What follows belongs to an exercise in optimizing a design on an open flow for small area, a short achievable clock period and few clock cycles per item; a production flow would make more cautious choices. RTL that was checked went through simulation tests only; none was proved equivalent to the original. Power figures rest on the tool's default switching activity, not on a simulated workload.

Design montgomery, start of the top module:
module montgomery(
  input           clk,
  input           resetn,
  input           start,
  input  [380:0]  in_a,
  input  [380:0]  in_b,
  input  [380:0]  in_m,
  input           out_read,
  output [380:0]  result,
  output reg      done
);
  localparam W = 386;    
  reg  [383:0] S;        
  reg  [383:0] C;        
  reg          corr;     
  reg        m_it;       
  reg        m_rs;       
  reg        first;      
  reg        safe;       
  reg  [7:0] cnt;        
  reg        d_one, d_two, d_neg;        
  reg        q_one, q_two, q_neg;        
  reg        k_one, y_neg;               
  reg        n_hi, n_lo, cur_hi;         
  reg  [2:0]   b_lo;
  reg  [3:0]   m_lo;
  reg  [4:0]   m_hi;
  wire [W-1:0] Bx = {{(W-381){1'b0}}, in_b[380:3], b_lo};
  wire [W-1:0] Mx = {{(W-381){1'b0}}, in_m[380:4], m_lo};
  wire [1:0]   u     = S[383:382] + C[383:382];
  wire [W-1:0] S_ext = {{(W-383){u[1]}}, u[0], S[381:0]};
  wire [W-1:0] C_ext = {{(W-382){1'b0}}, C[381:0]};
  wire [W-1:0] S_in = m_it ? S_ext : m_rs ? {S_ext[W-3:0], 2'b00} : {W{1'b0}};
  wire [W-1:0] C_in = m_it ? C_ext : m_rs ? {C_ext[W-3:0], 2'b00} : {W{1'b0}};
  wire [W-1:0] Zoc = (({W{d_one}} & Bx) | ({W{d_two}} & {Bx[W-2:0], 1'b0})) ^ {W{d_neg}};
  wire [W-1:0] X;
  assign X[0]       = corr & m_it;
  assign X[1]       = Zoc[0];
  assign X[2]       = Zoc[1] | (corr & m_rs);
  assign X[W-1:3]   = Zoc[W-2:2];
  wire [W-1:0] Ysel = ({W{q_one}} & Mx) | ({W{q_two}} & {Mx[W-2:0], 1'b0})
                    | ({W{k_one}} & {Mx[W-3:0], 2'b00});
  wire [W-1:0] Y;
  assign Y[0]     = q_one;
  assign Y[1]     = Ysel[1] ^ q_neg;
  assign Y[2]     = (Ysel[2] & ~k_one) ^ q_neg | k_one;
  assign Y[W-1:3] = Ysel[W-1:3] ^ {(W-3){y_neg}};
  wire [W-1:0] sum1 = S_in ^ C_in ^ X;
  wire [W-1:0] cy1  = {(S_in[W-2:0] & C_in[W-2:0]) | (S_in[W-2:0] & X[W-2:0]) | (C_in[W-2:0] & X[W-2:0]), d_neg};
  wire [W-1:0] P    = sum1 ^ cy1 ^ Y;
  ...
Size: roughly 1500 I/O pins.
==> module montgomery, before the edit <==
module montgomery(
  input           clk,
  input           resetn,
  input           start,
  input  [380:0]  in_a,
  input  [380:0]  in_b,
  input  [380:0]  in_m,
  input           out_read,
  output [380:0]  result,
  output reg      done
);
  localparam W = 386;    
  reg  [383:0] S;        
  reg  [383:0] C;        
  reg          corr;     
  reg        m_it;       
  reg        m_rs;       
  reg        first;      
  reg        safe;       
  reg  [7:0] cnt;        
  reg        d_one, d_two, d_neg;        
  reg        q_one, q_two, q_neg;        
  reg        k_one, y_neg;               
  reg        n_hi, n_lo, cur_hi;         
  reg  [2:0]   b_lo;
  reg  [3:0]   m_lo;
  reg  [4:0]   m_hi;
  wire [W-1:0] Bx = {{(W-381){1'b0}}, in_b[380:3], b_lo};
  wire [W-1:0] Mx = {{(W-381){1'b0}}, in_m[380:4], m_lo};
  wire [1:0]   u     = S[383:382] + C[383:382];
  wire [W-1:0] S_ext = {{(W-383){u[1]}}, u[0], S[381:0]};
  wire [W-1:0] C_ext = {{(W-382){1'b0}}, C[381:0]};
  wire [W-1:0] S_in = m_it ? S_ext : m_rs ? {S_ext[W-3:0], 2'b00} : {W{1'b0}};
  wire [W-1:0] C_in = m_it ? C_ext : m_rs ? {C_ext[W-3:0], 2'b00} : {W{1'b0}};
  wire [W-1:0] Zoc = (({W{d_one}} & Bx) | ({W{d_two}} & {Bx[W-2:0], 1'b0})) ^ {W{d_neg}};
  wire [W-1:0] X;
  assign X[0]       = corr & m_it;
  assign X[1]       = Zoc[0];
  assign X[2]       = Zoc[1] | (corr & m_rs);
  assign X[W-1:3]   = Zoc[W-2:2];
  wire [W-1:0] Ysel = ({W{q_one}} & Mx) | ({W{q_two}} & {Mx[W-2:0], 1'b0})
                    | ({W{k_one}} & {Mx[W-3:0], 2'b00});
  wire [W-1:0] Y;
  assign Y[0]     = q_one;
  assign Y[1]     = Ysel[1] ^ q_neg;
  assign Y[2]     = (Ysel[2] & ~k_one) ^ q_neg | k_one;
  assign Y[W-1:3] = Ysel[W-1:3] ^ {(W-3){y_neg}};
  wire [W-1:0] sum1 = S_in ^ C_in ^ X;
  wire [W-1:0] cy1  = {(S_in[W-2:0] & C_in[W-2:0]) | (S_in[W-2:0] & X[W-2:0]) | (C_in[W-2:0] & X[W-2:0]), d_neg};
  wire [W-1:0] P    = sum1 ^ cy1 ^ Y;
  wire [W-1:0] Q    = {(sum1[W-2:0] & cy1[W-2:0]) | (sum1[W-2:0] & Y[W-2:0]) | (cy1[W-2:0] & Y[W-2:0]), d_neg};
  wire [383:0] S_next = P[W-1:2];
  wire [383:0] C_next = Q[W-1:2];
  wire         corr_next = P[1] | P[0];
  wire         cz     = ~|C[381:0];
  wire         sgn    = u[1];
  wire last = (cnt == 8'd192);
  wire go   = ~m_it & ~m_rs & start;
  function [2:0] booth(input hi, input lo, input pr);
    begin
      booth[0] = lo ^ pr;                            
      booth[1] = (hi & ~lo & ~pr) | (~hi & lo & pr);  
      booth[2] = hi & ~(lo & pr);                     
    end
  endfunction
  wire [2:0] nd = m_it ? booth(n_hi, n_lo, cur_hi) : booth(in_a[1], in_a[0], 1'b0);
  wire [511:0] ax = {131'b0, in_a};
  wire [7:0]   cnt_next = go ? 8'd2 : cnt + 8'd1;
  wire [3:0]   o_next   = m_it ? cnt[3:0] + 4'd1 : 4'd2;
  reg  [11:0]  g_hi, g_lo;
  integer gi;
  always @(posedge clk) begin
    for (gi = 0; gi < 12; gi = gi + 1) begin
      g_hi[gi] <= ax[{gi[3:0], o_next, 1'b1}];
      g_lo[gi] <= ax[{gi[3:0], o_next, 1'b0}];
    end
  end
  wire a_hi = g_hi[cnt[7:4]];
  wire a_lo = g_lo[cnt[7:4]];
  wire [1:0] t0;
  assign t0[0] = P[2] ^ Q[2] ^ corr_next;
  assign t0[1] = ((P[2] & Q[2]) | (P[2] & corr_next) | (Q[2] & corr_next))
               ^ P[3] ^ Q[3] ^ (nd[0] & b_lo[0]);
  wire [1:0] qq = m_it ? {t0[1] ^ (t0[0] & ~m_lo[1]), t0[0]}
                       : {in_a[0] & in_b[0], 1'b0};
  wire [8:0] vh   = {1'b0, ~S_ext[383], S_ext[382:376]} + {3'd0, C[381:376]} + 9'd1;
  wire conf   = m_hi[4];
  wire est_hi = conf & (vh >= {4'd4, m_hi});             
  wire est_lo = conf & (vh <= 9'd127);                     
  wire to_it = go | (m_it & ~last);
  always @(posedge clk) begin
    S    <= S_next;
    C    <= C_next;
    corr <= corr_next;
    n_hi   <= m_it ? a_hi : in_a[3];
    n_lo   <= m_it ? a_lo : in_a[2];
    cur_hi <= m_it ? n_hi : in_a[1];
    if (~m_it & ~m_rs) begin
      b_lo <= in_b[2:0];
      m_lo <= in_m[3:0];
      m_hi <= in_m[380:376];
    end
  end
  always @(posedge clk or negedge resetn) begin
    if (!resetn) begin
      m_it <= 1'b0; m_rs <= 1'b0; first <= 1'b0; safe <= 1'b0; done <= 1'b0;
      cnt <= 8'd0;
      d_one <= 1'b0; d_two <= 1'b0; d_neg <= 1'b0;
      q_one <= 1'b0; q_two <= 1'b0; q_neg <= 1'b0;
      k_one <= 1'b0; y_neg <= 1'b0;
    end else begin
      d_one <= to_it & nd[0];
      d_two <= to_it & nd[1];
      d_neg <= to_it & nd[2];
      q_one <= to_it & qq[0];
      q_two <= to_it & (qq == 2'd2);
      q_neg <= to_it & (qq == 2'd3);
      cnt   <= cnt_next;
      k_one <= 1'b0;
      y_neg <= to_it & (qq == 2'd3);
      if (go) begin
        m_it <= 1'b1;
      end else if (m_it) begin
        if (last) begin
          m_it  <= 1'b0;
          m_rs  <= 1'b1;
          first <= 1'b1;
        end
      end else if (m_rs & ~done) begin
        if (first) begin
          first <= 1'b0;
          safe  <= conf;
          k_one <= est_hi | est_lo;
          y_neg <= est_hi;
        end else if (cz & ~k_one) begin
          if (sgn) begin
            k_one <= 1'b1;
            safe  <= 1'b1;
          end else if (safe) begin
            done  <= 1'b1;
          end else begin
            k_one <= 1'b1;
            y_neg <= 1'b1;
            safe  <= 1'b1;
          end
        end
      end else if (done & out_read) begin
        done <= 1'b0;
        m_rs <= 1'b0;
      end
    end
  end
  assign result = S[380:0];
endmodule
==> flow/config.mk <==
export PLATFORM = sky130hd
export DESIGN_NAME = montgomery
export DESIGN_NICKNAME = montgomery
export VERILOG_FILES = /design/flow/design.v
export SDC_FILE = /design/flow/constraint.sdc
export NUM_CORES = 8
export LEC_CHECK = 0
export CAP_MARGIN = 20
export CORE_MARGIN = 2
export CORE_UTILIZATION = 30
export CTS_CLUSTER_DIAMETER = 100
export CTS_CLUSTER_SIZE = 20
export SLEW_MARGIN = 20
==> flow/constraint.sdc <==
create_clock -name core_clock -period 10.0 [get_ports {clk}]
set_input_delay 2.0000 -clock core_clock [delete_from_list [all_inputs] [get_ports {clk}]]
set_output_delay 2.0000 -clock core_clock [all_outputs]
set_load 0.01 [all_outputs]
standard.sh (not shown) runs the stock make flow with config.mk's settings and CLKGATE_MAP_FILE= SYNTH_SCRIPT=/design/flow/synth_recipe.tcl, a recipe that flattens the netlist after the stock synthesis.
==> flow/flow/run.sh <==
#!/bin/bash
set -euo pipefail
export BUFFER_PORTS_ARGS="-buffer_cell sky130_fd_sc_hd__buf_1"
export SETUP_SLACK_MARGIN=6.5
bash standard.sh finish > standard_flow.log 2>&1
Testbench counts at the start, summed over its fixed seeds: cycles 38,216, items 192.
Next try:
--- a/flow/design.v
+++ b/flow/design.v
@@ -65,21 +65,21 @@
     end
   endfunction
   wire [2:0] nd = m_it ? booth(n_hi, n_lo, cur_hi) : booth(in_a[1], in_a[0], 1'b0);
   wire [511:0] ax = {131'b0, in_a};
   wire [7:0]   cnt_next = go ? 8'd2 : cnt + 8'd1;
-  wire [3:0]   o_next   = m_it ? cnt[3:0] + 4'd1 : 4'd2;
-  reg  [11:0]  g_hi, g_lo;
+  wire [4:0]   o_next   = m_it ? cnt[4:0] + 5'd1 : 5'd2;
+  reg  [5:0]   g_hi, g_lo;
   integer gi;
   always @(posedge clk) begin
-    for (gi = 0; gi < 12; gi = gi + 1) begin
-      g_hi[gi] <= ax[{gi[3:0], o_next, 1'b1}];
-      g_lo[gi] <= ax[{gi[3:0], o_next, 1'b0}];
+    for (gi = 0; gi < 6; gi = gi + 1) begin
+      g_hi[gi] <= ax[{gi[2:0], o_next, 1'b1}];
+      g_lo[gi] <= ax[{gi[2:0], o_next, 1'b0}];
     end
   end
-  wire a_hi = g_hi[cnt[7:4]];
-  wire a_lo = g_lo[cnt[7:4]];
+  wire a_hi = g_hi[cnt[7:5]];
+  wire a_lo = g_lo[cnt[7:5]];
   wire [1:0] t0;
   assign t0[0] = P[2] ^ Q[2] ^ corr_next;
   assign t0[1] = ((P[2] & Q[2]) | (P[2] & corr_next) | (Q[2] & corr_next))
                ^ P[3] ^ Q[3] ^ (nd[0] & b_lo[0]);
   wire [1:0] qq = m_it ? {t0[1] ^ (t0[0] & ~m_lo[1]), t0[0]}
=> Utilization goes up by 0.13 points. Die area went down by about 0.6%. Clock-buffer cell count came out higher by 1. Global-route usage is higher by 1.4 points. Total power decreases by 22%. Design area stays flat. Worst setup slack gets better by 0.071 ns. Maximum frequency goes up by about 2%. Area after synthesis drops by about 0.6%.
Only the layout flow was run in the second run of this note; the RTL was not checked for function there.

-- static timing again, ports no longer ideal --
The flow's constraints put no driver on any port. The routed layouts listed below were extracted and timed again, unchanged, in two steps. Step 1 assumes that a clkbuf_16 drives the clock port and a buf_2 every other input. Step 2 moves the port delays by t, midway between the first and last clock arrival at a register: inputs arrive t later, outputs are due t later. That takes back most of the time a late clock gives input paths. Slacks: ideal ports / drivers / drivers and shift; pairs: ideal ports / drivers.
| run | shift t [ns] | setup WS [ns] | worst register clock-pin slew, ns | worst data-port slew with drivers (ns) |
|---|---|---|---|---|
| the first run | 0.801 | 6.419 / 6.406 / 5.957 | 0.10 / 0.10 | 0.40 |
| the second run | 0.820 | 6.490 / 6.397 / 5.848 | 0.10 / 0.10 | 0.37 |
After both steps every run listed still meets setup and hold. The setup slack of the second run, which loses most, moves by -0.093 ns with the drivers and by -0.642 ns with both steps.
